From an optimization exercise on the open Yosys and OpenROAD flow, aimed at small area and a short achievable clock period; shortcuts taken in it are not production practice. Function was checked by simulation only, so behaviour that the tests miss may differ from the original. The clock port is modelled as an ideal driver; clocking choices that lean on that would not hold on a real chip. Power and IR drop assume default switching activity.

<file path="flow/design.v">
module FP16_add #(
    parameter C0 = 0,    
    parameter C1 = 1,    
    parameter C2 = 1,    
    parameter C3 = 1,    
    parameter C4 = 1,    
    parameter C5 = 1     
)(
    input wire [15:0]data1,
    input wire [15:0]data2,
    input wire clk,
    input wire rst,
    input wire input_valid,
    output reg [15:0]data_o,
    output reg output_update
    );
    localparam NS = C0 + C1 + C2 + C3 + C4 + C5;
    reg [NS-1:0] vld;
    always @(posedge clk or posedge rst) begin
        if (rst) vld <= {NS{1'b0}};
        else     vld <= {vld[NS-2:0], input_valid};
    end
    always @(*) output_update = vld[NS-1];
    wire [15:0] a, b;
    generate if (C0) begin : g0
        reg [15:0] ra, rb;
        always @(posedge clk) begin ra <= data1; rb <= data2; end
        assign a = ra; assign b = rb;
    end else begin : p0
        assign a = data1; assign b = data2;
    end endgenerate
    wire [4:0] ea = a[14:10], eb = b[14:10];
    wire ovf_0 = (&a) | (&b);                  
    wire gt_0 = a[14:0] > b[14:0];             
    wire egt = ea > eb;
    wire [4:0] dab = ea - eb, dba = eb - ea;
    wire [4:0] d = egt ? dab : dba;            
    wire [4:0] eh_0 = egt ? ea : eb;           
    wire eq0 = ~(|ea) & ~(|eb);
    wire lowz_0 = ~eq0 & ~((|ea) & (|eb));
    wire [9:0] fa_1, fb_1; wire gt_1, sa_1, sb_1, lowz_1, ovf_1; wire [4:0] sh_1; wire [4:0] eh_1;
    generate if (C1) begin : g1
        reg [9:0] r_fa, r_fb; reg r_gt, r_sa, r_sb, r_lowz, r_ovf; reg [4:0] r_sh; reg [4:0] r_eh;
        always @(posedge clk) begin
            r_fa <= a[9:0]; r_fb <= b[9:0]; r_gt <= gt_0; r_sa <= a[15]; r_sb <= b[15];
            r_lowz <= lowz_0; r_sh <= d; r_eh <= eh_0; r_ovf <= ovf_0;
        end
        assign fa_1 = r_fa; assign fb_1 = r_fb; assign gt_1 = r_gt; assign sa_1 = r_sa; assign sb_1 = r_sb;
        assign lowz_1 = r_lowz; assign sh_1 = r_sh; assign eh_1 = r_eh; assign ovf_1 = r_ovf;
    end else begin : p1
        assign fa_1 = a[9:0]; assign fb_1 = b[9:0]; assign gt_1 = gt_0; assign sa_1 = a[15]; assign sb_1 = b[15];
        assign lowz_1 = lowz_0; assign sh_1 = d; assign eh_1 = eh_0; assign ovf_1 = ovf_0;
    end endgenerate
    wire [9:0] fh_1 = gt_1 ? fa_1 : fb_1;
    wire [9:0] fl_1 = gt_1 ? fb_1 : fa_1;
    wire sgn_1 = gt_1 ? sa_1 : sb_1;
    wire sub_1 = sa_1 ^ sb_1;
    wire zall_1 = ~(|eh_1) & ~gt_1;
    wire [22:0] low23 = {2'b01, fl_1, 11'd0} >> sh_1[3:0];
    wire drop_1 = lowz_1 | (sh_1 > 5'd12);
    wire [12:0] al_1 = drop_1 ? 13'd0 : low23[21:9];
    wire st_1 = ~drop_1 & (|low23[8:0]);
    wire [13:0] lx_1 = {al_1, st_1} ^ {14{sub_1}};
    wire [5:0] eh1_1 = ({1'b0, eh_1} + 6'd1) | {6{ovf_1}};
    wire [13:0] lx_2; wire [5:0] eh1_2; wire [9:0] fh_2; wire sgn_2, sub_2, zall_2;
    generate if (C2) begin : g2
        reg [13:0] r_lx; reg [5:0] r_eh1; reg [9:0] r_fh; reg r_sgn, r_sub, r_zall;
        always @(posedge clk) begin
            r_lx <= lx_1; r_eh1 <= eh1_1; r_fh <= fh_1; r_sgn <= sgn_1; r_sub <= sub_1; r_zall <= zall_1;
        end
        assign lx_2 = r_lx; assign eh1_2 = r_eh1; assign fh_2 = r_fh;
        assign sgn_2 = r_sgn; assign sub_2 = r_sub; assign zall_2 = r_zall;
    end else begin : p2
        assign lx_2 = lx_1; assign eh1_2 = eh1_1; assign fh_2 = fh_1;
        assign sgn_2 = sgn_1; assign sub_2 = sub_1; assign zall_2 = zall_1;
    end endgenerate
    wire [14:0] hf = {2'b01, fh_2, 3'd0};
    wire [14:0] s_2 = hf + {sub_2, lx_2} + {14'd0, sub_2};
    wire [14:0] s_3; wire [5:0] eh1_3; wire sgn_3, zall_3;
    generate if (C3) begin : g3
        reg [14:0] r_s; reg [5:0] r_eh1; reg r_sgn, r_zall;
        always @(posedge clk) begin
            r_s <= s_2; r_eh1 <= eh1_2; r_sgn <= sgn_2; r_zall <= zall_2;
        end
        assign s_3 = r_s; assign eh1_3 = r_eh1; assign sgn_3 = r_sgn; assign zall_3 = r_zall;
    end else begin : p3
        assign s_3 = s_2; assign eh1_3 = eh1_2; assign sgn_3 = sgn_2; assign zall_3 = zall_2;
    end endgenerate
    wire [11:0] t = s_3[14:3];
    wire nz2 = |t[11:8], nz1 = |t[7:4], nz0 = |t[3:0];
    wire [1:0] q2 = {~t[11] & ~t[10], ~t[11] & (t[10] | ~t[9])};
    wire [1:0] q1 = {~t[7] & ~t[6], ~t[7] & (t[6] | ~t[5])};
    wire [1:0] q0 = {~t[3] & ~t[2], ~t[3] & (t[2] | ~t[1])};
    wire [1:0] qf = nz2 ? q2 : nz1 ? q1 : q0;
    wire [3:0] lz = {~nz2 & ~nz1, ~nz2 & nz1, qf};
    wire [14:0] n1 = nz2 ? s_3 : nz1 ? {s_3[10:0], 4'd0} : {s_3[6:0], 8'd0};
    wire [14:0] n4 = n1 << qf;
    wire [9:0] m_3 = n4[13:4];                 
    wire rnd_3 = n4[3] & (n4[4] | (|n4[2:0]));
    wire [6:0] e0_3 = {1'b0, eh1_3} - {3'd0, lz};
    wire z_3 = zall_3 | ~(nz2 | nz1 | nz0);    
    wire [9:0] m_4; wire rnd_4, z_4; wire [6:0] e0_4; wire sgn_4;
    generate if (C4) begin : g4
        reg [9:0] r_m; reg r_rnd, r_z; reg [6:0] r_e0; reg r_sgn;
        always @(posedge clk) begin
            r_m <= m_3; r_rnd <= rnd_3; r_e0 <= e0_3; r_sgn <= sgn_3; r_z <= z_3;
        end
        assign m_4 = r_m; assign rnd_4 = r_rnd; assign e0_4 = r_e0; assign sgn_4 = r_sgn; assign z_4 = r_z;
    end else begin : p4
        assign m_4 = m_3; assign rnd_4 = rnd_3; assign e0_4 = e0_3; assign sgn_4 = sgn_3; assign z_4 = z_3;
    end endgenerate
    reg [9:0] mr;
    integer j;
    always @(*)
        for (j = 0; j < 10; j = j + 1)
            mr[j] = m_4[j] ^ (rnd_4 & (&(m_4 | ~((10'd1 << j) - 10'd1))));
    wire c = rnd_4 & (&m_4);                   
    wire ones = &e0_4[4:0];
    wire ovf = (e0_4[6:5] == 2'b01) | (c & ones & (e0_4[6:5] == 2'b00));
    wire neg = e0_4[6] & ~(c & ones);
    wire [4:0] ef = e0_4[4:0] + {4'd0, c};
    wire [15:0] res = ovf ? 16'hffff : (z_4 | neg) ? 16'h0000 : {sgn_4, ef, mr};
    generate if (C5) begin : g5
        reg [15:0] r_o;
        always @(posedge clk) r_o <= res;
        always @(*) data_o = r_o;
    end else begin : p5
        always @(*) data_o = res;
    end endgenerate
endmodule
</file>
<file path="flow/flow/run.sh">
#!/bin/bash
# Standard ORFS layout (the standard.sh) with these changes:
#  - synthesis leaves adders to ABC instead of mapping them onto the
#    library's ripple full/half-adder cells (ADDER_MAP_FILE left empty);
#    registers are mapped exactly as in the standard synthesis;
#  - port buffers use the smallest buffer cell instead of the delay cell
#    that buffer_ports picks by default;
#  - the clock tree is built from clkbuf_4 cells, without dummy loads;
#  - after CTS, flow/post_cts.tcl upsizes to clkbuf_8 the clock buffers
#    whose flip-flop clock pins see a slow slew.
# Each tool's full output stays in orfs/logs; make's output goes to
# standard_flow.log.
set -euo pipefail
export BUFFER_PORTS_ARGS="-buffer_cell sky130_fd_sc_hd__buf_1"
export CTS_ARGS="-sink_clustering_enable -repair_clock_nets -buf_list sky130_fd_sc_hd__clkbuf_4 -dont_use_dummy_load"
export POST_CTS_TCL="$PWD/flow/post_cts.tcl"
bash standard.sh ADDER_MAP_FILE= finish > standard_flow.log 2>&1
</file>
<file path="flow/flow/post_cts.tcl">
estimate_parasitics -placement
set my_up [dict create]
foreach pin [all_registers -clock_pins -edge_triggered] {
  set worst 0
  foreach edge {rise fall} {
    foreach an {min max} {
      set s [expr {[sta::time_ui_sta [get_property $pin slew_${an}_$edge]] * 1e12}]
      if {$s > $worst} { set worst $s }
    }
  }
  if {$worst > 100} {
    set net [get_nets -of_objects $pin]
    foreach drv [get_pins -of_objects $net -filter "direction==output"] {
      set inst [get_cells -of_objects $drv]
      if {[get_property $inst ref_name] eq "sky130_fd_sc_hd__clkbuf_4"} {
        dict set my_up [get_full_name $inst] 1
      }
    }
  }
}
foreach name [dict keys $my_up] {
  replace_cell [get_cells $name] sky130_fd_sc_hd__clkbuf_8
}
puts "post_cts: upsized [dict size $my_up] clock buffers"
if {[dict size $my_up] > 0} {
  detailed_placement
  check_placement -verbose
  estimate_parasitics -placement
}
</file>
<file path="flow/standard.sh">
#!/bin/bash
# synth_recipe.tcl (not shown) runs the flow's synth.tcl, then flattens the netlist and writes it again
# the make line also repeats each setting of config.mk as NAME=value (left out here)
make -C /OpenROAD-flow-scripts/flow DESIGN_CONFIG=/design/flow/config.mk WORK_HOME=/design/flow/orfs CLKGATE_MAP_FILE= SYNTH_SCRIPT=/design/flow/synth_recipe.tcl "${@:-finish}"
</file>
<file path="flow/config.mk">
export PLATFORM = sky130hd
export DESIGN_NAME = FP16_add
export DESIGN_NICKNAME = FP16_add
export VERILOG_FILES = /design/flow/design.v
export SDC_FILE = /design/flow/constraint.sdc
export NUM_CORES = 4
export LEC_CHECK = 0
export ABC_AREA = 1
export CAP_MARGIN = 20
export CORE_MARGIN = 2
export CORE_UTILIZATION = 40
export PLACE_DENSITY = 0.6
export SETUP_SLACK_MARGIN = 2.2
export SLEW_MARGIN = 20
export TNS_END_PERCENT = 0
</file>
<file path="flow/constraint.sdc">
create_clock -name core_clock -period 4.0 [get_ports {clk}]
set_input_delay 0.8000 -clock core_clock [delete_from_list [all_inputs] [get_ports {clk}]]
set_output_delay 0.8000 -clock core_clock [all_outputs]
set_load 0.01 [all_outputs]
</file>
==> results.sh, run 1 <==
export IMPL_outcome="complete, no violations"
export IMPL_mappedNetlistArea_um2=6300
export IMPL_synth_cells=892
export IMPL_ir_worst_vdd_uv=222
export IMPL_synth_top_cell_by_area="dfxtp_1"
export IMPL_switching_share_pct=40.0
export IMPL_fin_crit_ns=1.81
export IMPL_worst_setup_path_start_kind="flop"
export IMPL_post_route_period_util_pct=45.2
export IMPL_fillCellCount=1625
export IMPL_drcViolationCount=0
export IMPL_cts_tree="built"
export IMPL_criticalPathCategory="reg -> out"
export IMPL_pre_cts_slack_ns=1.63
export IMPL_p_leak_uw=0.00343
export IMPL_drv_cap=0
export IMPL_grt_pass1_vias=5024
export IMPL_drt_pass1_iter_count=7
export IMPL_synthFlopType="dfxtp_1"
export IMPL_min_path_type="in -> async"
export IMPL_worst_skew_pair_late_latency_ns=0.52
export IMPL_relSlewSlack_pct=72.8
export IMPL_seqPwrFrac_pct=44.9
export IMPL_yosys_top_cells_area="dfxtp_1 40%, nand2_1 16%, nand3_1 7.6%"
export IMPL_avgSynthCellArea_um2=7.06
export IMPL_grt_remaining_overflow=0
export IMPL_tightest_slew_ns=0.405
export IMPL_end_kind="primary output"
export IMPL_top_level_ports=52
export IMPL_finClkSkew_ns=0.0299
export IMPL_path_buf_inv=1
export IMPL_worst_slack_ns=2.19
export IMPL_powerDensity_nw_per_um2=621
export IMPL_wl_per_cell_um=11.4
export IMPL_fp_row_count=45
export IMPL_cts_sinks=132
export IMPL_worst_ep_required_time_ns=3.20
export IMPL_grt_setup_unrepaired="true"
export IMPL_multiInputGateArea_um2=3170
export IMPL_dp_cells=1136
export IMPL_yosysUniqueCellTypes=47
export IMPL_place_congestion=0.885
export IMPL_slowest_stage="dfrtp_1"
export IMPL_start_util_pct=41.1
export IMPL_slew_viol_final=0
export IMPL_max_clock_freq_ghz=0.554
export IMPL_num_vias=5555
export IMPL_finalNonFillerCells=1163
export IMPL_worstPathCellList="buf_6"
export IMPL_numPortBuffers=51
export IMPL_drt_iter0_drc=290
export IMPL_antenna_left=0
export IMPL_slowest_delay_ns=0.38
export IMPL_die_y_um=129
export IMPL_antenna_found_initial=1
export IMPL_timing_hold_violations_final=0
export IMPL_dp_hpwl_um=10400
export IMPL_finalSetupViolations=0
export IMPL_p_switching_uw=1730
export IMPL_syn2layout_area_growth_pct=10.9
export IMPL_synthArstFlopShare_pct=3.79
export IMPL_synth_seq_area_share_pct=42.4
export IMPL_seqCellArea_um2=2680
export IMPL_die_width_um=129
export IMPL_clk_pin_slew_ns=0.07
export IMPL_cp_top_family="flip-flops"
export IMPL_worstSetupStartpoint="vld[4]$_DFF_PP0_"
export IMPL_core_area_um2=15300
export IMPL_critical_path_peak_fanout=1
export IMPL_synth_seq_cells=132
export IMPL_p_int_uw=2600
export IMPL_synth_top_area_share_pct=40.4
export IMPL_p_clk_share_pct=14.3
export IMPL_arrival_ns=1.01
export IMPL_dieArea_um2=16800
export IMPL_yosys_warnings=1
export IMPL_grt_pass1_wl_um=22400
export IMPL_combPwrFrac_pct=40.8
export IMPL_synth_edf_count=0
export IMPL_r2r_start="g1.r_sh[0]$_DFF_P_"
export IMPL_drive_above_1_share_pct=8.73
export IMPL_setup_tns_ns=0
export IMPL_drt_total_wl_um=13300
export IMPL_grt_use_total_pct=16.7
export IMPL_synth_nets=927
export IMPL_vias_per_cell=4.78
export IMPL_grt_max_degree=23
export IMPL_finalNetCount=988
==> layout by cell type, fill, tap and decap left out, types with 7 or more instances in the layout <==
master / n
xor2_1: 31
o21ai_1: 17
nand3b_1: 7
nor3_1: 12
inv_2: 12
buf_4: 8
a21oi_1: 19
clkbuf_4: 12
nor2_1: 67
buf_1: 50
inv_1: 96
o21ai_0: 26
nand2_1: 262
nand3_1: 96
xnor2_1: 7
or2_2: 7
dfxtp_1: 123
nand4_1: 13
==> power by group through the flow <==
stage	combinational, µW	clock [µW]	sequential [µW]
global route	2060	719	2000
global placement	1690	0	1970
finish	1770	622	1950
floorplan	1350	0	1940
detailed placement	1700	0	1980
==> through the flow <==
| step | area, µm² | power [µW] | hold WS (ns) | utilization [%] |
|---|---|---|---|---|
| 2_1_floorplan | 6300 | 3290 | 0.310 | - |
| 3_3_place_gp | 6660 | 3670 | 0.310 | 43.5 |
| 3_5_place_dp | 6660 | 3680 | 0.312 | 43.5 |
| 5_1_grt | 6990 | 4770 | 0.104 | 45.6 |
| 6_report | 6990 | 4340 | 0.137 | 45.6 |
==> registers in the layout (all words and copies together), names as in the netlist, 5 cells and up <==
| signal | flops |
|---|---|
| g5.r_o | 16 |
| g3.r_s | 15 |
| g2.r_lx | 14 |
| g1.r_fa | 10 |
| g1.r_fb | 10 |
| g2.r_fh | 10 |
| g4.r_m | 10 |
| g4.r_e0 | 7 |
| g2.r_eh1 | 6 |
| g3.r_eh1 | 6 |
| g1.r_eh | 5 |
| g1.r_sh | 5 |
| vld | 5 |
==> synthesized netlist by cell type, drive strengths merged, types with 9 or more instances <==
library cell    n
a21oi          22
nor3           13
nand4          14
or2             9
dfxtp         127
o21ai          45
inv           112
buf            14
nand3          98
nand2         268
nor2           77
xor2           31
==> final timing paths <==
check / end / depth (start not counted) / slack (ns)
setup / recovery: output_update / 1 / 2.19
hold / removal: vld[0]$_DFF_PP0_ / 2 / 0.14
setup reg to reg: g2.r_lx[3]$_DFF_P_ / 7 / 2.22
hold reg to reg: g3.r_eh1[0]$_DFF_P_ / 0 / 0.32
max in group asynchronous: vld[2]$_DFF_PP0_ / 2 / 3.69
min in group core_clock: g3.r_eh1[0]$_DFF_P_ / 0 / 0.32
==> layout make-up <==
type	count	area share (%)
inverter	112	6.20
sequential	132	38.3
clock buffer	17	2.27
multi-input combinational	630	45.4
tap	211	3.78
antenna	1	0.0358
timing repair buffer	60	3.99
==> metal layers <==
| layer | global-route usage, % | vias to the layer above | routed length, µm | share of wire (%) |
|---|---|---|---|---|
| li1 | - | 2994 | - | - |
| met1 | 20.4 | 2420 | 6160 | 46 |
| met2 | 28.7 | 124 | 6380 | 48 |
| met3 | 4.25 | 17 | 540 | 4.1 |
| met4 | 5.76 | 0 | 223 | 1.7 |
| met5 | 0 | - | 0 | 0 |
==> cell families (layout without fill, tap and decap cells) <==
logic type / after synthesis / in the layout / share of synthesized area, %
xor gates and xnor gates: 38 / 38 / 5.29
other: 0 / 1 / 0
DFF: 132 / 132 / 42.4
buffers and inverters: 131 / 189 / 8.25
muxes: 1 / 1 / 0.159
and+or+nand+nor: 493 / 494 / 34.6
AOI/OAI and AO/OA: 97 / 97 / 9.32
==> run 2: changes to the inputs <==
--- a/flow/config.mk
+++ b/flow/config.mk
@@ -10,5 +10,5 @@
 export CORE_MARGIN = 2
 export CORE_UTILIZATION = 40
-export PLACE_DENSITY = 0.6
+export PLACE_DENSITY = 0.8
 export SETUP_SLACK_MARGIN = 2.2
 export SLEW_MARGIN = 20
==> run 2 against run 1 <==
Still clean. First-iteration DRC count rose by 11%. Clock skew rose by 0.0033 ns. Final cell count barely moved. Non-clock buffer count rose by 1.
==> results.sh, run 2 <==
export IMPL_slowest_stage="dfrtp_1"
export IMPL_fp_row_count=45
export IMPL_antenna_cells=0
export IMPL_outcome="complete, no violations"
export IMPL_fin_crit_ns=1.80
export IMPL_avgSynthCellArea_um2=7.06
export IMPL_hold_slack_ns=0.136
export IMPL_timing_hold_violations_final=0
export IMPL_finalNetCount=988
export IMPL_largest_reg_flops=16
export IMPL_die_y_um=129
export IMPL_vias_per_cell=4.79
export IMPL_ir_worst_vdd_uv=218
export IMPL_relSlewSlack_pct=70.4
export IMPL_setup_tns_ns=0
export IMPL_clk_pin_slew_ns=0.07
export IMPL_arrival_ns=1.00
export IMPL_cts_tree="built"
export IMPL_top_register="g5.r_o"
export IMPL_most_common_layout_cells="258 x nand2_1, 123 x dfxtp_1, 97 x inv_1"
export IMPL_p_leak_uw=0.00347
export IMPL_pre_cts_slack_ns=1.56
export IMPL_final_common_cell="nand2_1"
export IMPL_yosysMostFrequentCell="nand2_1"
export IMPL_synthFlopType="dfxtp_1"
export IMPL_grt_pass1_wl_um=21300
export IMPL_yosysUniqueCellTypes=47
export IMPL_drt_iter0_drc=323
export IMPL_slew_viol_final=0
export IMPL_synth_edf_count=0
export IMPL_criticalPathCategory="reg -> out"
export IMPL_syn2layout_area_growth_pct=11.8
export IMPL_synth_top_area_share_pct=40.4
export IMPL_grt_setup_unrepaired="true"
export IMPL_core_area_um2=15300
export IMPL_worst_setup_path_start_kind="flop"
export IMPL_synth_seq_area_share_pct=42.4
export IMPL_start_util_pct=41.1
export IMPL_yosys_top_cells_area="dfxtp_1 40%, nand2_1 16%, nand3_1 7.6%"
export IMPL_dp_hpwl_um=9890
export IMPL_worst_slack_ns=2.20
export IMPL_powerDensity_nw_per_um2=621
export IMPL_drv_cap=0
export IMPL_grt_use_total_pct=15.9
export IMPL_drt_total_wl_um=12900
export IMPL_synth_top_cell_by_area="dfxtp_1"
export IMPL_antenna_found_initial=0
export IMPL_tightest_slew_ns=0.438
export IMPL_die_width_um=129
export IMPL_grt_pass1_vias=4828
export IMPL_synth_common_cells="263 x nand2_1, 127 x dfxtp_1, 98 x inv_1"
export IMPL_synth_seq_cells=132
export IMPL_wl_per_cell_um=11.1
export IMPL_antenna_left=0
export IMPL_worst_ep_required_time_ns=3.20
export IMPL_num_vias=5570
export IMPL_drive_above_1_share_pct=9.99
export IMPL_mappedNetlistArea_um2=6300
export IMPL_top_regs="g5.r_o: 16 flops, g3.r_s: 15 flops, g2.r_lx: 14 flops"
export IMPL_post_route_period_util_pct=45.0
export IMPL_synth_nets=927
export IMPL_numPortBuffers=51
export IMPL_worstPathCellList="clkbuf_2"
export IMPL_path_buf_inv=1
export IMPL_critical_path_peak_fanout=1
export IMPL_grt_max_degree=23
export IMPL_synthArstFlopShare_pct=3.79
export IMPL_yosys_warnings=1
export IMPL_slowest_delay_ns=0.36
export IMPL_dieArea_um2=16800
export IMPL_placed_cell_area_um2=6670
export IMPL_worst_skew_pair_late_latency_ns=0.54
export IMPL_synth_cells=892
export IMPL_drt_pass1_iter_count=5
export IMPL_finalSetupViolations=0
export IMPL_finClkSkew_ns=0.0332
export IMPL_cts_sinks=132
export IMPL_min_path_type="in -> async"
export IMPL_top_level_ports=52
export IMPL_fin_area_um2=7040
export IMPL_drcViolationCount=0
export IMPL_grt_remaining_overflow=0
export IMPL_place_congestion=0.954
export IMPL_cp_top_family="flip-flops"
export IMPL_final_util_pct=46.0
export IMPL_max_clock_freq_ghz=0.556
export IMPL_end_kind="primary output"
## run 2: cell type report
type	instances	area [µm²]
well taps	211	264
flip-flops and latches	132	2680
multi-input cells	629	3210
clock buffers	17	153
repair buffers	61	303
inverters	112	435
fillers	1564	8270
## run 2: worst paths after layout
check / cells after the start / to / slack (ns) / start
min in group core_clock: 0 / g3.r_eh1[5]$_DFF_P_ / 0.33 / g2.r_eh1[5]$_DFF_P_
setup / recovery: 1 / output_update / 2.20 / vld[4]$_DFF_PP0_
hold reg to reg: 0 / g3.r_eh1[5]$_DFF_P_ / 0.33 / g2.r_eh1[5]$_DFF_P_
setup reg to reg: 8 / g2.r_lx[5]$_DFF_P_ / 2.23 / g1.r_sh[1]$_DFF_P_
max in group asynchronous: 2 / vld[0]$_DFF_PP0_ / 3.69 / rst
hold / removal: 2 / vld[1]$_DFF_PP0_ / 0.14 / rst
## run 2: per-layer routing
metal / GRT usage (%) / up-vias / wire length (µm)
met3: 4.54 / 24 / 610
met4: 6.58 / 0 / 283
li1: - / 2997 / -
met5: 0 / - / 0
met1: 19.2 / 2406 / 5830
met2: 26.7 / 143 / 6210
## run 2: logic make-up (layout without fill, tap and decap cells)
kind of cell | after synthesis | in the layout | synth area share, %
flops | 132 | 132 | 42.4
mux | 1 | 1 | 0.159
simple gates | 493 | 493 | 34.6
compound gates | 97 | 97 | 9.32
buf+inv | 131 | 190 | 8.25
xor+xnor | 38 | 38 | 5.29
## run 2: power by group
group	leakage, µW	switching [µW]	internal [µW]
Combinational	0.00225	1130	677
Clock	0.0000886	386	235
Sequential	0.00113	241	1700
## run 2: metrics by stage
step | total power, µW | cells
2_1_floorplan | 3290 | 892
3_3_place_gp | 3620 | 1137
3_5_place_dp | 3660 | 1137
5_1_grt | 4760 | 1162
6_report | 4370 | 1162
==> run 3: changes to the inputs <==
--- a/flow/config.mk
+++ b/flow/config.mk
@@ -10,5 +10,6 @@
 export CORE_MARGIN = 2
 export CORE_UTILIZATION = 40
-export PLACE_DENSITY = 0.8
+export GPL_TIMING_DRIVEN = 0
+export PLACE_DENSITY = 0.6
 export SETUP_SLACK_MARGIN = 2.2
 export SLEW_MARGIN = 20
==> run 3 against run 2 <==
Still clean on timing, DRC and antenna. Core utilization shrank 0.44 points. Sequential cell count stayed put. Combinational power hardly changed. Die area stayed put. Wire length grew 3.9%. Area after synthesis unchanged. Critical endpoint unchanged.
==> results.sh, run 3 <==
export IMPL_place_congestion=0.904
export IMPL_synth_cells=892
export IMPL_grt_remaining_overflow=0
export IMPL_finalNonFillerCells=1173
export IMPL_vias_per_cell=4.75
export IMPL_largest_reg_flops=16
export IMPL_slew_viol_final=0
export IMPL_avgSynthCellArea_um2=7.06
export IMPL_drv_cap=0
export IMPL_fp_row_count=45
export IMPL_numPortBuffers=51
export IMPL_num_vias=5573
export IMPL_yosysUniqueCellTypes=47
export IMPL_worstPathCellList="buf_6"
export IMPL_end_kind="primary output"
export IMPL_cp_top_family="flip-flops"
export IMPL_fin_crit_ns=1.82
export IMPL_synth_seq_cells=132
export IMPL_max_clock_freq_ghz=0.548
export IMPL_grt_pass1_vias=4983
export IMPL_timing_hold_violations_final=0
export IMPL_critical_path_peak_fanout=1
export IMPL_synthFlopType="dfxtp_1"
export IMPL_synth_top_cell_by_area="dfxtp_1"
export IMPL_finalSetupViolations=0
export IMPL_post_route_period_util_pct=45.6
export IMPL_dp_cells=1154
export IMPL_finalNetCount=998
export IMPL_drcViolationCount=0
export IMPL_finalPower_uw=4370
export IMPL_relSlewSlack_pct=63.1
export IMPL_hold_slack_ns=0.122
export IMPL_final_util_pct=45.5
export IMPL_worst_skew_pair_late_latency_ns=0.56
export IMPL_synth_top_area_share_pct=40.4
export IMPL_start_util_pct=41.1
export IMPL_core_area_um2=15300
export IMPL_arrival_ns=1.02
export IMPL_drive_above_1_share_pct=8.95
export IMPL_synth_edf_count=0
export IMPL_cts_tree="built"
export IMPL_worst_setup_path_start_kind="flop"
export IMPL_top_register="g5.r_o"
export IMPL_criticalPathCategory="reg -> out"
export IMPL_synth_nets=927
export IMPL_cts_sinks=132
export IMPL_yosys_top_cells_area="dfxtp_1 40%, nand2_1 16%, nand3_1 7.6%"
export IMPL_die_y_um=129
export IMPL_slowest_delay_ns=0.37
export IMPL_mappedNetlistArea_um2=6300
export IMPL_ir_worst_vdd_uv=216
export IMPL_drt_pass1_iter_count=5
export IMPL_yosysMostFrequentCell="nand2_1"
export IMPL_grt_setup_unrepaired="true"
export IMPL_finClkSkew_ns=0.0317
export IMPL_powerDensity_nw_per_um2=627
export IMPL_clk_pin_slew_ns=0.07
export IMPL_p_leak_uw=0.00347
export IMPL_syn2layout_area_growth_pct=10.7
export IMPL_yosys_warnings=1
export IMPL_antenna_found_initial=1
export IMPL_dieArea_um2=16800
export IMPL_top_regs="g5.r_o: 16 flops, g3.r_s: 15 flops, g2.r_lx: 14 flops"
export IMPL_dp_hpwl_um=10900
export IMPL_setup_tns_ns=0
export IMPL_drt_total_wl_um=13400
export IMPL_wl_per_cell_um=11.5
export IMPL_synth_common_cells="263 x nand2_1, 127 x dfxtp_1, 98 x inv_1"
export IMPL_synthArstFlopShare_pct=3.79
export IMPL_final_common_cell="nand2_1"
export IMPL_min_path_type="in -> async"
export IMPL_drt_iter0_drc=230
export IMPL_tightest_slew_ns=0.552
export IMPL_grt_max_degree=17
export IMPL_die_width_um=129
export IMPL_synth_seq_area_share_pct=42.4
export IMPL_outcome="complete, no violations"
export IMPL_worst_ep_required_time_ns=3.20
export IMPL_top_level_ports=52
export IMPL_grt_pass1_wl_um=22800
export IMPL_antenna_left=0
export IMPL_most_common_layout_cells="262 x nand2_1, 125 x dfxtp_1, 98 x inv_1"
export IMPL_grt_use_total_pct=17.2
export IMPL_slowest_stage="dfrtp_1"
export IMPL_path_buf_inv=1
==> run 3: cell counts after synthesis <==
Identical to the previous run, type by type.
==> run 3: per-layer routing <==
layer | global-route usage, % | vias up | routed length (µm)
li1 | - | 3010 | -
met5 | 0 | - | 0
met2 | 28.8 | 105 | 6350
met1 | 21.6 | 2434 | 6330
met3 | 4.29 | 24 | 524
met4 | 6.26 | 0 | 234
==> run 3: logic make-up (layout without fill, tap and decap cells) <==
| logic type | Yosys count | after routing | synth area share (%) |
|---|---|---|---|
| AO/OA/AOI/OAI | 97 | 97 | 9.32 |
| XOR/XNOR | 38 | 38 | 5.29 |
| buffers and inverters | 131 | 200 | 8.25 |
| flip-flops | 132 | 132 | 42.4 |
| multiplexers | 1 | 1 | 0.159 |
| other | 0 | 1 | 0 |
| AND/OR/NAND/NOR | 493 | 493 | 34.6 |
==> run 3: stage by stage <==
stage	area [µm²]	setup WS [ns]
after global routing	6970	2.10
after floorplan	6300	2.09
final	6970	2.18
after global placement	6760	1.79
after detailed placement	6760	1.79
==> run 3: cell type report <==
cell class / instances / area [µm²]
fillers: 1638 / 8340
inverters: 112 / 420
flip-flops and latches: 132 / 2670
repair buffers: 52 / 216
diodes: 1 / 2.50
well taps: 211 / 264
clock buffers: 17 / 171
multi-input cells: 629 / 3120
plain buffers: 19 / 101
==> run 3: path summary, 6_finish.rpt <==
| check | from | end | slack (ns) | cells past startpoint |
|---|---|---|---|---|
| worst max-delay path | vld[4]$_DFF_PP0_ | output_update | 2.18 | 1 |
| worst min-delay path | rst | vld[0]$_DFF_PP0_ | 0.12 | 2 |
| worst max register to register | g3.r_s[8]$_DFF_P_ | g4.r_e0[5]$_DFF_P_ | 2.25 | 12 |
| worst min register to register | g2.r_eh1[0]$_DFF_P_ | g3.r_eh1[0]$_DFF_P_ | 0.32 | 0 |
| max in group asynchronous | rst | vld[1]$_DFF_PP0_ | 3.71 | 2 |
| min in group core_clock | g2.r_eh1[0]$_DFF_P_ | g3.r_eh1[0]$_DFF_P_ | 0.32 | 0 |
==> run 3: power by group <==
part           internal (µW)  switching [µW]
clock                    266             402
combinational            657            1120
sequential              1700             224
==> run 4: changes to the inputs <==
--- a/flow/config.mk
+++ b/flow/config.mk
@@ -10,4 +10,5 @@
 export CORE_MARGIN = 2
 export CORE_UTILIZATION = 40
+export GPL_ROUTABILITY_DRIVEN = 0
 export GPL_TIMING_DRIVEN = 0
 export PLACE_DENSITY = 0.6
==> run 4 against run 3 <==
Still clean on timing, DRC and antenna. Area after synthesis stayed put. Sequential share of layout area stayed put. Fmax stayed put. Synthesized cell count stayed put. Worst setup slack stayed put. Clock skew stayed put. Largest cell class unchanged.
==> results.sh, run 4 <==
export IMPL_post_route_period_util_pct=45.6
export IMPL_synth_seq_cells=132
export IMPL_arrival_ns=1.02
export IMPL_mappedNetlistArea_um2=6300
export IMPL_die_width_um=129
export IMPL_grtUsageMet2_pct=28.8
export IMPL_syn2layout_area_growth_pct=10.7
export IMPL_grt_max_degree=17
export IMPL_largest_reg_flops=16
export IMPL_worst_setup_path_start_kind="flop"
export IMPL_switching_share_pct=39.9
export IMPL_wl_per_cell_um=11.5
export IMPL_critical_path_peak_fanout=1
export IMPL_tightest_slew_ns=0.552
export IMPL_worst_slack_ns=2.18
export IMPL_synth_cells=892
export IMPL_cts_tree="built"
export IMPL_core_area_um2=15300
export IMPL_worstPathCellList="buf_6"
export IMPL_setup_tns_ns=0
export IMPL_grt_pass1_vias=4983
export IMPL_fin_crit_ns=1.82
export IMPL_die_y_um=129
export IMPL_top_level_ports=52
export IMPL_combPwrFrac_pct=40.7
export IMPL_dieArea_um2=16800
export IMPL_timing_hold_violations_final=0
export IMPL_finalSetupViolations=0
export IMPL_drcViolationCount=0
export IMPL_p_int_uw=2630
export IMPL_met1_usage_pct=21.6
export IMPL_pre_cts_slack_ns=1.79
export IMPL_drv_cap=0
export IMPL_antenna_left=0
export IMPL_most_common_layout_cells="262 x nand2_1, 125 x dfxtp_1, 98 x inv_1"
export IMPL_top_register="g5.r_o"
export IMPL_drt_iter0_drc=230
export IMPL_synth_edf_count=0
export IMPL_synthFlopType="dfxtp_1"
export IMPL_num_vias=5573
export IMPL_end_kind="primary output"
export IMPL_hold_slack_ns=0.122
export IMPL_max_clock_freq_ghz=0.548
export IMPL_ir_worst_vdd_uv=216
export IMPL_finClkSkew_ns=0.0317
export IMPL_start_util_pct=41.1
export IMPL_p_switching_uw=1750
export IMPL_finalNetCount=998
export IMPL_grt_remaining_overflow=0
export IMPL_avgSynthCellArea_um2=7.06
export IMPL_use_met3_pct=4.29
export IMPL_r2r_setup_slack_ns=2.25
export IMPL_dp_hpwl_um=10900
export IMPL_yosys_top_cells_area="dfxtp_1 40%, nand2_1 16%, nand3_1 7.6%"
export IMPL_outcome="complete, no violations"
export IMPL_p_leak_uw=0.00347
export IMPL_slowest_delay_ns=0.37
export IMPL_path_buf_inv=1
export IMPL_criticalPathCategory="reg -> out"
export IMPL_numPortBuffers=51
export IMPL_slew_viol_final=0
export IMPL_vias_per_cell=4.75
export IMPL_worst_ep_required_time_ns=3.20
export IMPL_synth_seq_area_share_pct=42.4
export IMPL_seqPwrFrac_pct=44.1
export IMPL_clk_pin_slew_ns=0.07
export IMPL_yosysMostFrequentCell="nand2_1"
export IMPL_drt_pass1_iter_count=5
export IMPL_slowest_stage="dfrtp_1"
export IMPL_drt_total_wl_um=13400
export IMPL_final_common_cell="nand2_1"
export IMPL_placed_cell_area_um2=6760
export IMPL_synthArstFlopShare_pct=3.79
export IMPL_p_clk_share_pct=15.3
export IMPL_grt_use_total_pct=17.2
export IMPL_relSlewSlack_pct=63.1
export IMPL_yosys_warnings=1
export IMPL_finalPower_uw=4370
export IMPL_synth_top_cell_by_area="dfxtp_1"
export IMPL_synth_nets=927
export IMPL_drive_above_1_share_pct=8.95
export IMPL_grt_setup_unrepaired="true"
export IMPL_powerDensity_nw_per_um2=627
export IMPL_antenna_found_initial=1
export IMPL_fp_row_count=45
export IMPL_fin_area_um2=6970
export IMPL_yosysUniqueCellTypes=47
export IMPL_cts_sinks=132
export IMPL_synth_common_cells="263 x nand2_1, 127 x dfxtp_1, 98 x inv_1"
export IMPL_synth_top_area_share_pct=40.4
export IMPL_grt_pass1_wl_um=22800
export IMPL_cp_top_family="flip-flops"
export IMPL_worst_skew_pair_late_latency_ns=0.56
export IMPL_min_path_type="in -> async"
export IMPL_top_regs="g5.r_o: 16 flops, g3.r_s: 15 flops, g2.r_lx: 14 flops"
export IMPL_busiest_layer="met2"
==> run 4: cell counts after synthesis <==
Identical to the previous run, type by type.
==> run 4: layout make-up <==
cell class,instances,area [µm²]
fill,1638,8340
multi-input combinational,629,3120
sequential,132,2670
inverter,112,420
tap,211,264
timing repair buffer,52,216
clock buffer,17,171
buffer,19,101
antenna,1,2.50
==> run 4: stage by stage <==
| step | instances | util [%] |
|---|---|---|
| after global placement | 1154 | 44.1 |
| after floorplan | 892 | - |
| after detailed placement | 1154 | 44.1 |
| final | 1173 | 45.5 |
| after global routing | 1173 | 45.5 |
==> run 4: final timing paths <==
path                                     start             endpoint  cells after the start
setup / recovery              vld[4]$_DFF_PP0_        output_update                      1
min in group core_clock    g2.r_eh1[0]$_DFF_P_  g3.r_eh1[0]$_DFF_P_                      0
setup reg to reg             g3.r_s[8]$_DFF_P_   g4.r_e0[5]$_DFF_P_                     12
hold reg to reg            g2.r_eh1[0]$_DFF_P_  g3.r_eh1[0]$_DFF_P_                      0
max in group asynchronous                  rst     vld[1]$_DFF_PP0_                      2
hold / removal                             rst     vld[0]$_DFF_PP0_                      2
==> run 4: routing by layer <==
layer  vias up  part of all wire [%]  wire length, µm
li1       3010                     -                -
met1      2434                    47             6330
met2       105                    47             6350
met3        24                   3.9              524
met4         0                   1.7              234
met5         -                     0                0
==> run 4: power by group through the flow <==
stage	logic (µW)	registers, µW	clock network [µW]
after floorplan	1350	1940	0
after global placement	1750	1960	0
after detailed placement	1760	1960	0
after global routing	2060	1970	754
final	1780	1930	668
==> run 4: cells by family (layout without fill, tap and decap cells) <==
group / Yosys count / count (layout) / share of synthesized area (%)
AO/OA/AOI/OAI: 97 / 97 / 9.32
XOR/XNOR: 38 / 38 / 5.29
buffers and inverters: 131 / 200 / 8.25
flip-flops: 132 / 132 / 42.4
multiplexers: 1 / 1 / 0.159
other: 0 / 1 / 0
AND/OR/NAND/NOR: 493 / 493 / 34.6
==> run 5: changes to the inputs <==
--- a/flow/flow/run.sh
+++ b/flow/flow/run.sh
@@ -6,5 +6,6 @@
 #  - port buffers use the smallest buffer cell instead of the delay cell
 #    that buffer_ports picks by default;
-#  - the clock tree is built from clkbuf_4 cells, without dummy loads;
+#  - the clock tree is built from clkbuf_4 cells below a clkbuf_8 root,
+#    without dummy loads;
 #  - after CTS, flow/post_cts.tcl upsizes to clkbuf_8 the clock buffers
 #    whose flip-flop clock pins see a slow slew.
@@ -13,5 +14,5 @@
 set -euo pipefail
 export BUFFER_PORTS_ARGS="-buffer_cell sky130_fd_sc_hd__buf_1"
-export CTS_ARGS="-sink_clustering_enable -repair_clock_nets -buf_list sky130_fd_sc_hd__clkbuf_4 -dont_use_dummy_load"
+export CTS_ARGS="-sink_clustering_enable -repair_clock_nets -buf_list sky130_fd_sc_hd__clkbuf_4 -root_buf sky130_fd_sc_hd__clkbuf_8 -dont_use_dummy_load"
 export POST_CTS_TCL="$PWD/flow/post_cts.tcl"
 bash standard.sh ADDER_MAP_FILE= finish > standard_flow.log 2>&1
--- a/flow/config.mk
+++ b/flow/config.mk
@@ -10,8 +10,6 @@
 export CORE_MARGIN = 2
 export CORE_UTILIZATION = 40
-export GPL_ROUTABILITY_DRIVEN = 0
-export GPL_TIMING_DRIVEN = 0
 export PLACE_DENSITY = 0.6
-export SETUP_SLACK_MARGIN = 2.2
+export SETUP_SLACK_MARGIN = 2.4
 export SLEW_MARGIN = 20
 export TNS_END_PERCENT = 0
==> run 5 against run 4 <==
Fmax rose by 6.3%. Final cell count rose by 0.85%. Wire length rose by 6.4%. Clock power fell by 5.8%. Critical path type is now in -> reg. Area after synthesis did not move. Synthesized cell count did not move. Clock-buffer cell count did not move. Register-to-register slack improved by 0.10 ns. Largest power group is now combinational logic.
==> results.sh, run 5 <==
export IMPL_ir_worst_vdd_uv=236
export IMPL_die_width_um=129
export IMPL_worst_skew_pair_late_latency_ns=0.41
export IMPL_grt_pass1_wl_um=23500
export IMPL_setup_tns_ns=0
export IMPL_grt_remaining_overflow=0
export IMPL_avgSynthCellArea_um2=7.06
export IMPL_p_leak_uw=0.00369
export IMPL_drv_cap=0
export IMPL_timing_hold_violations_final=0
export IMPL_antenna_found_initial=0
export IMPL_yosysUniqueCellTypes=47
export IMPL_criticalPathCategory="in -> reg"
export IMPL_drt_pass1_iter_count=4
export IMPL_grt_setup_unrepaired="true"
export IMPL_synth_seq_cells=132
export IMPL_worst_ep_required_time_ns=4.29
export IMPL_drcViolationCount=0
export IMPL_finalNetCount=1009
export IMPL_r2r_start="g3.r_s[9]$_DFF_P_"
export IMPL_largest_reg_flops=16
export IMPL_num_vias=5743
export IMPL_synth_nets=927
export IMPL_final_common_cell="nand2_1"
export IMPL_top_level_ports=52
export IMPL_tightest_slew_ns=0.505
export IMPL_synthArstFlopShare_pct=3.79
export IMPL_placed_cell_area_um2=6660
export IMPL_syn2layout_area_growth_pct=20.1
export IMPL_dp_cells=1136
export IMPL_worst_setup_path_start_kind="input pin"
export IMPL_max_clock_freq_ghz=0.583
export IMPL_arrival_ns=2.01
export IMPL_drt_total_wl_um=14300
export IMPL_hold_slack_ns=0.251
export IMPL_dr_wl_met2_um=7020
export IMPL_finalNonFillerCells=1183
export IMPL_post_route_period_util_pct=42.9
export IMPL_final_util_pct=49.4
export IMPL_start_util_pct=41.1
export IMPL_synth_top_cell_by_area="dfxtp_1"
export IMPL_min_path_type="in -> async"
export IMPL_p_int_uw=2740
export IMPL_antenna_left=0
export IMPL_yosys_top_cells_area="dfxtp_1 40%, nand2_1 16%, nand3_1 7.6%"
export IMPL_switching_share_pct=40.4
export IMPL_cts_tree="built"
export IMPL_dp_hpwl_um=10400
export IMPL_core_area_um2=15300
export IMPL_grt_max_degree=23
export IMPL_top_regs="g5.r_o: 16 flops, g3.r_s: 15 flops, g2.r_lx: 14 flops"
export IMPL_synth_cells=892
export IMPL_slew_viol_final=0
export IMPL_end_kind="flop"
export IMPL_grt_use_total_pct=17.6
export IMPL_dieArea_um2=16800
export IMPL_finClkSkew_ns=0.0341
export IMPL_yosysMostFrequentCell="nand2_1"
export IMPL_vias_per_cell=4.85
export IMPL_wl_per_cell_um=12.1
export IMPL_yosys_warnings=1
export IMPL_finalSetupViolations=0
export IMPL_synth_top_area_share_pct=40.4
export IMPL_drt_iter0_drc=347
export IMPL_clk_pin_slew_ns=0.07
export IMPL_seqPwrFrac_pct=42.6
export IMPL_synthFlopType="dfxtp_1"
export IMPL_fin_crit_ns=1.72
export IMPL_synth_edf_count=0
export IMPL_outcome="complete, no violations"
export IMPL_mappedNetlistArea_um2=6300
export IMPL_top_register="g5.r_o"
export IMPL_synth_seq_area_share_pct=42.4
export IMPL_antenna_cells=0
export IMPL_numPortBuffers=51
export IMPL_p_clk_share_pct=13.7
export IMPL_die_y_um=129
export IMPL_most_common_layout_cells="240 x nand2_1, 118 x dfxtp_1, 87 x inv_1"
export IMPL_grt_pass1_vias=5203
export IMPL_critical_path_peak_fanout=4
export IMPL_wl_met1_um=6420
export IMPL_fin_area_um2=7560
export IMPL_worstSetupStartpoint="data1[11]"
export IMPL_place_congestion=0.885
export IMPL_relSlewSlack_pct=66.1
export IMPL_combPwrFrac_pct=43.8
export IMPL_synth_common_cells="263 x nand2_1, 127 x dfxtp_1, 98 x inv_1"
export IMPL_p_switching_uw=1860
export IMPL_top_layer="met4"
export IMPL_cts_sinks=132
export IMPL_routed_wl_met3_um=536
export IMPL_fp_row_count=45
export IMPL_powerDensity_nw_per_um2=610
export IMPL_drive_above_1_share_pct=21.5
## run 5: final cells by class
cell class                 instances  area [µm²]
tap                              211         264
timing repair inverter             1        5.00
multi-input combinational        631        3530
timing repair buffer              79         470
sequential                       132        2690
inverter                         112         444
fill                            1552        7750
clock buffer                      17         159
## run 5: worst paths after layout
path / to / slack (ns) / cells after the start
max reg2reg: g4.r_rnd$_DFF_P_ / 2.35 / 10
min reg2reg: g3.r_eh1[0]$_DFF_P_ / 0.32 / 0
max: g1.r_sh[4]$_DFF_P_ / 2.28 / 8
min in group core_clock: g3.r_eh1[0]$_DFF_P_ / 0.32 / 0
min: vld[0]$_DFF_PP0_ / 0.25 / 2
max in group asynchronous: vld[2]$_DFF_PP0_ / 3.57 / 2
## run 5: logic make-up (layout without fill, tap and decap cells)
kind of cell / after synthesis / in the layout / synth area share [%]
flops: 132 / 132 / 42.4
xor+xnor: 38 / 38 / 5.29
compound gates: 97 / 97 / 9.32
mux: 1 / 1 / 0.159
buf+inv: 131 / 209 / 8.25
simple gates: 493 / 495 / 34.6
## run 5: power by group through the flow
stage / clock [µW] / sequential, µW / combinational (µW)
final: 629 / 1960 / 2020
after global routing: 724 / 2010 / 2310
after detailed placement: 0 / 1980 / 1700
after global placement: 0 / 1970 / 1690
after floorplan: 0 / 1940 / 1350
## run 5: critical path: stages
cell and delay, ns:
buf_1 0.13, nor2_2 0.25, inv_1 0.10, a21oi_1 0.27, o21ai_0 0.18, xnor2_1 0.16, nand2_1 0.07, nand2_1 0.05
## run 5: per-stage QoR
stage                     setup WS [ns]  power (µW)
final                              2.28        4610
after global routing               2.22        5040
after detailed placement           1.63        3680
after global placement             1.66        3670
after floorplan                    2.09        3290
## run 5: per-layer routing
| metal | GRT usage (%) | vias up |
|---|---|---|
| met5 | 0 | - |
| li1 | - | 3046 |
| met3 | 4.58 | 33 |
| met4 | 6.33 | 0 |
| met2 | 30.3 | 125 |
| met1 | 21.1 | 2539 |
==> run 6: changes to the inputs <==
--- a/flow/flow/run.sh
+++ b/flow/flow/run.sh
@@ -6,5 +6,5 @@
 #  - port buffers use the smallest buffer cell instead of the delay cell
 #    that buffer_ports picks by default;
-#  - the clock tree is built from clkbuf_4 cells below a clkbuf_8 root,
+#  - the clock tree is built from clkbuf_4 cells below a clkbuf_16 root,
 #    without dummy loads;
 #  - after CTS, flow/post_cts.tcl upsizes to clkbuf_8 the clock buffers
@@ -14,5 +14,5 @@
 set -euo pipefail
 export BUFFER_PORTS_ARGS="-buffer_cell sky130_fd_sc_hd__buf_1"
-export CTS_ARGS="-sink_clustering_enable -repair_clock_nets -buf_list sky130_fd_sc_hd__clkbuf_4 -root_buf sky130_fd_sc_hd__clkbuf_8 -dont_use_dummy_load"
+export CTS_ARGS="-sink_clustering_enable -repair_clock_nets -buf_list sky130_fd_sc_hd__clkbuf_4 -root_buf sky130_fd_sc_hd__clkbuf_16 -dont_use_dummy_load"
 export POST_CTS_TCL="$PWD/flow/post_cts.tcl"
 bash standard.sh ADDER_MAP_FILE= finish > standard_flow.log 2>&1
==> run 6 against run 5 <==
Sequential share of layout area decreased by 0.51 points. Die area did not move. Clock power is 3.8% higher. Combinational power barely moved. Fmax is 0.38% higher. Clock-buffer cell count stayed put. Final cell count up 1.4%. Area after synthesis stayed put. Global-route usage is 0.31 points higher. Clock skew barely moved. Critical path type unchanged. Critical endpoint is now g1.r_sh[1]$_DFF_P_. Highest routed layer unchanged.
==> results.sh, run 6 <==
export IMPL_synth_seq_area_share_pct=42.4
export IMPL_dp_hpwl_um=10400
export IMPL_placed_cell_area_um2=6660
export IMPL_fillCellCount=1561
export IMPL_drt_total_wl_um=14500
export IMPL_most_common_layout_cells="235 x nand2_1, 119 x dfxtp_1, 85 x inv_1"
export IMPL_tightest_slew_ns=0.500
export IMPL_cts_tree="built"
export IMPL_max_clock_freq_ghz=0.585
export IMPL_fin_crit_ns=1.71
export IMPL_largest_reg_flops=16
export IMPL_synth_edf_count=0
export IMPL_antenna_found_initial=0
export IMPL_antenna_cells=0
export IMPL_dieArea_um2=16800
export IMPL_worst_setup_path_start_kind="input pin"
export IMPL_antenna_left=0
export IMPL_synthArstFlopShare_pct=3.79
export IMPL_place_congestion=0.885
export IMPL_min_path_type="in -> async"
export IMPL_numPortBuffers=51
export IMPL_setup_tns_ns=0
export IMPL_relSlewSlack_pct=66.4
export IMPL_timing_hold_violations_final=0
export IMPL_drcViolationCount=0
export IMPL_final_util_pct=50.1
export IMPL_drive_above_1_share_pct=21.7
export IMPL_mappedNetlistArea_um2=6300
export IMPL_synthFlopType="dfxtp_1"
export IMPL_vias_per_cell=4.87
export IMPL_start_util_pct=41.1
export IMPL_worst_skew_pair_late_latency_ns=0.36
export IMPL_num_vias=5845
export IMPL_synth_top_cell_by_area="dfxtp_1"
export IMPL_r2r_cells=10
export IMPL_grt_pass1_wl_um=23900
export IMPL_top_level_ports=52
export IMPL_grt_pass1_vias=5328
export IMPL_arrival_ns=1.96
export IMPL_post_route_period_util_pct=42.7
export IMPL_outcome="complete, no violations"
export IMPL_grt_max_degree=23
export IMPL_synth_top_area_share_pct=40.4
export IMPL_synth_cells=892
export IMPL_yosysMostFrequentCell="nand2_1"
export IMPL_end_kind="flop"
export IMPL_ir_worst_vdd_uv=272
export IMPL_avgSynthCellArea_um2=7.06
export IMPL_hold_slack_ns=0.309
export IMPL_worst_ep_required_time_ns=4.25
export IMPL_yosys_top_cells_area="dfxtp_1 40%, nand2_1 16%, nand3_1 7.6%"
export IMPL_fp_row_count=45
export IMPL_die_y_um=129
export IMPL_top_regs="g5.r_o: 16 flops, g3.r_s: 15 flops, g2.r_lx: 14 flops"
export IMPL_drv_cap=0
export IMPL_synth_common_cells="263 x nand2_1, 127 x dfxtp_1, 98 x inv_1"
export IMPL_die_width_um=129
export IMPL_final_common_cell="nand2_1"
export IMPL_p_leak_uw=0.00372
export IMPL_drt_iter0_drc=305
export IMPL_wl_per_cell_um=12.1
export IMPL_core_area_um2=15300
export IMPL_fin_area_um2=7670
export IMPL_top_register="g5.r_o"
export IMPL_synth_nets=927
export IMPL_clk_pin_slew_ns=0.08
export IMPL_yosys_warnings=1
export IMPL_finalNetCount=1025
export IMPL_drt_pass1_iter_count=5
export IMPL_powerDensity_nw_per_um2=603
export IMPL_finalSetupViolations=0
export IMPL_synth_seq_cells=132
export IMPL_grt_use_total_pct=17.9
export IMPL_syn2layout_area_growth_pct=21.8
export IMPL_finClkSkew_ns=0.0339
export IMPL_grt_setup_unrepaired="true"
export IMPL_cts_sinks=132
export IMPL_criticalPathCategory="in -> reg"
export IMPL_slew_viol_final=0
export IMPL_critical_path_peak_fanout=4
export IMPL_grt_remaining_overflow=0
export IMPL_yosysUniqueCellTypes=47
[run 6: path summary, 6_finish.rpt]
kind | start | endpoint | slack [ns]
min in group core_clock | g2.r_eh1[0]$_DFF_P_ | g3.r_eh1[0]$_DFF_P_ | 0.32
hold / removal | rst | vld[0]$_DFF_PP0_ | 0.31
setup / recovery | data1[11] | g1.r_sh[1]$_DFF_P_ | 2.29
hold reg to reg | g2.r_eh1[0]$_DFF_P_ | g3.r_eh1[0]$_DFF_P_ | 0.32
max in group asynchronous | rst | vld[2]$_DFF_PP0_ | 3.52
setup reg to reg | g3.r_s[9]$_DFF_P_ | g4.r_rnd$_DFF_P_ | 2.35
[run 6: critical path: stages]
cell      delay [ns]
clkbuf_2        0.13
nor2_2          0.22
nor2_4          0.07
buf_4           0.15
buf_4           0.14
buf_4           0.13
inv_1           0.06
nor2_1          0.04
o21ai_0         0.15
nand2_1         0.06
[run 6: kinds of logic after synthesis]
kind of cell	Yosys count	share of synthesized area (%)
buffers and inverters	131	8.25
flip-flops	132	42.4
AO/OA/AOI/OAI	97	9.32
XOR/XNOR	38	5.29
AND/OR/NAND/NOR	493	34.6
multiplexers	1	0.159
[run 6: stage by stage]
step / setup slack (ns) / cells / total power [µW]
3_5_place_dp: 1.63 / 1136 / 3680
2_1_floorplan: 2.09 / 892 / 3290
5_1_grt: 2.20 / 1199 / 5060
6_report: 2.29 / 1199 / 4630
3_3_place_gp: 1.66 / 1136 / 3670
[run 6: routing by layer]
layer / wire [µm] / track usage (%) / share of wire, % / vias up
met4: 401 / 7.21 / 2.8 / 0
met3: 568 / 4.62 / 3.9 / 39
li1: - / - / - / 3085
met5: 0 / 0 / 0 / -
met1: 6460 / 21.1 / 44 / 2577
met2: 7100 / 30.9 / 49 / 144
[run 6: final cells by class]
cell class | instances | area, µm² | area share (%)
sequential | 132 | 2690 | 35.0
tap | 211 | 264 | 3.44
timing repair inverter | 1 | 5.00 | 0.0653
inverter | 112 | 452 | 5.89
timing repair buffer | 95 | 587 | 7.65
clock buffer | 17 | 170 | 2.22
multi-input combinational | 631 | 3510 | 45.7
[run 6: power by group]
part,switching [µW],total (µW),internal [µW]
clock network,379,653,274
logic,1230,2010,777
registers,260,1970,1710

## what the ideal ports hide
No port has a modelled driver above. Below, the same layouts with a new extraction and two added sets of constraints. Step 1 sets driving cells, clkbuf_16 on the clock port and buf_2 on the other inputs (assumed; they add their load-dependent delay and slew). Step 2 adds t to the input delays and takes it off the output delays; t is the mean of the earliest and latest rising clock arrival at the registers after step 1. Input paths then give back, and output paths get back, about the clock's delay inside the block. Three values: ideal, step 1, step 2; two values: the first two.
run	t, ns	setup WS [ns]	worst hold slack (ns)
run 1	0.546	2.194 / 2.158 / 1.744	0.137 / 0.122 / 0.317
run 2	0.557	2.202 / 2.170 / 1.693	0.136 / 0.126 / 0.331
run 3	0.582	2.176 / 2.141 / 1.778	0.122 / 0.106 / 0.319
run 4	0.582	2.176 / 2.141 / 1.778	0.122 / 0.106 / 0.319
run 5	0.435	2.284 / 2.272 / 1.866	0.251 / 0.235 / 0.320
run 6	0.382	2.291 / 2.302 / 1.921	0.309 / 0.289 / 0.322
After both steps every run listed still meets setup and hold. The setup slack of run 2, which loses most, moves by -0.032 ns with the drivers and by -0.509 ns with both steps.
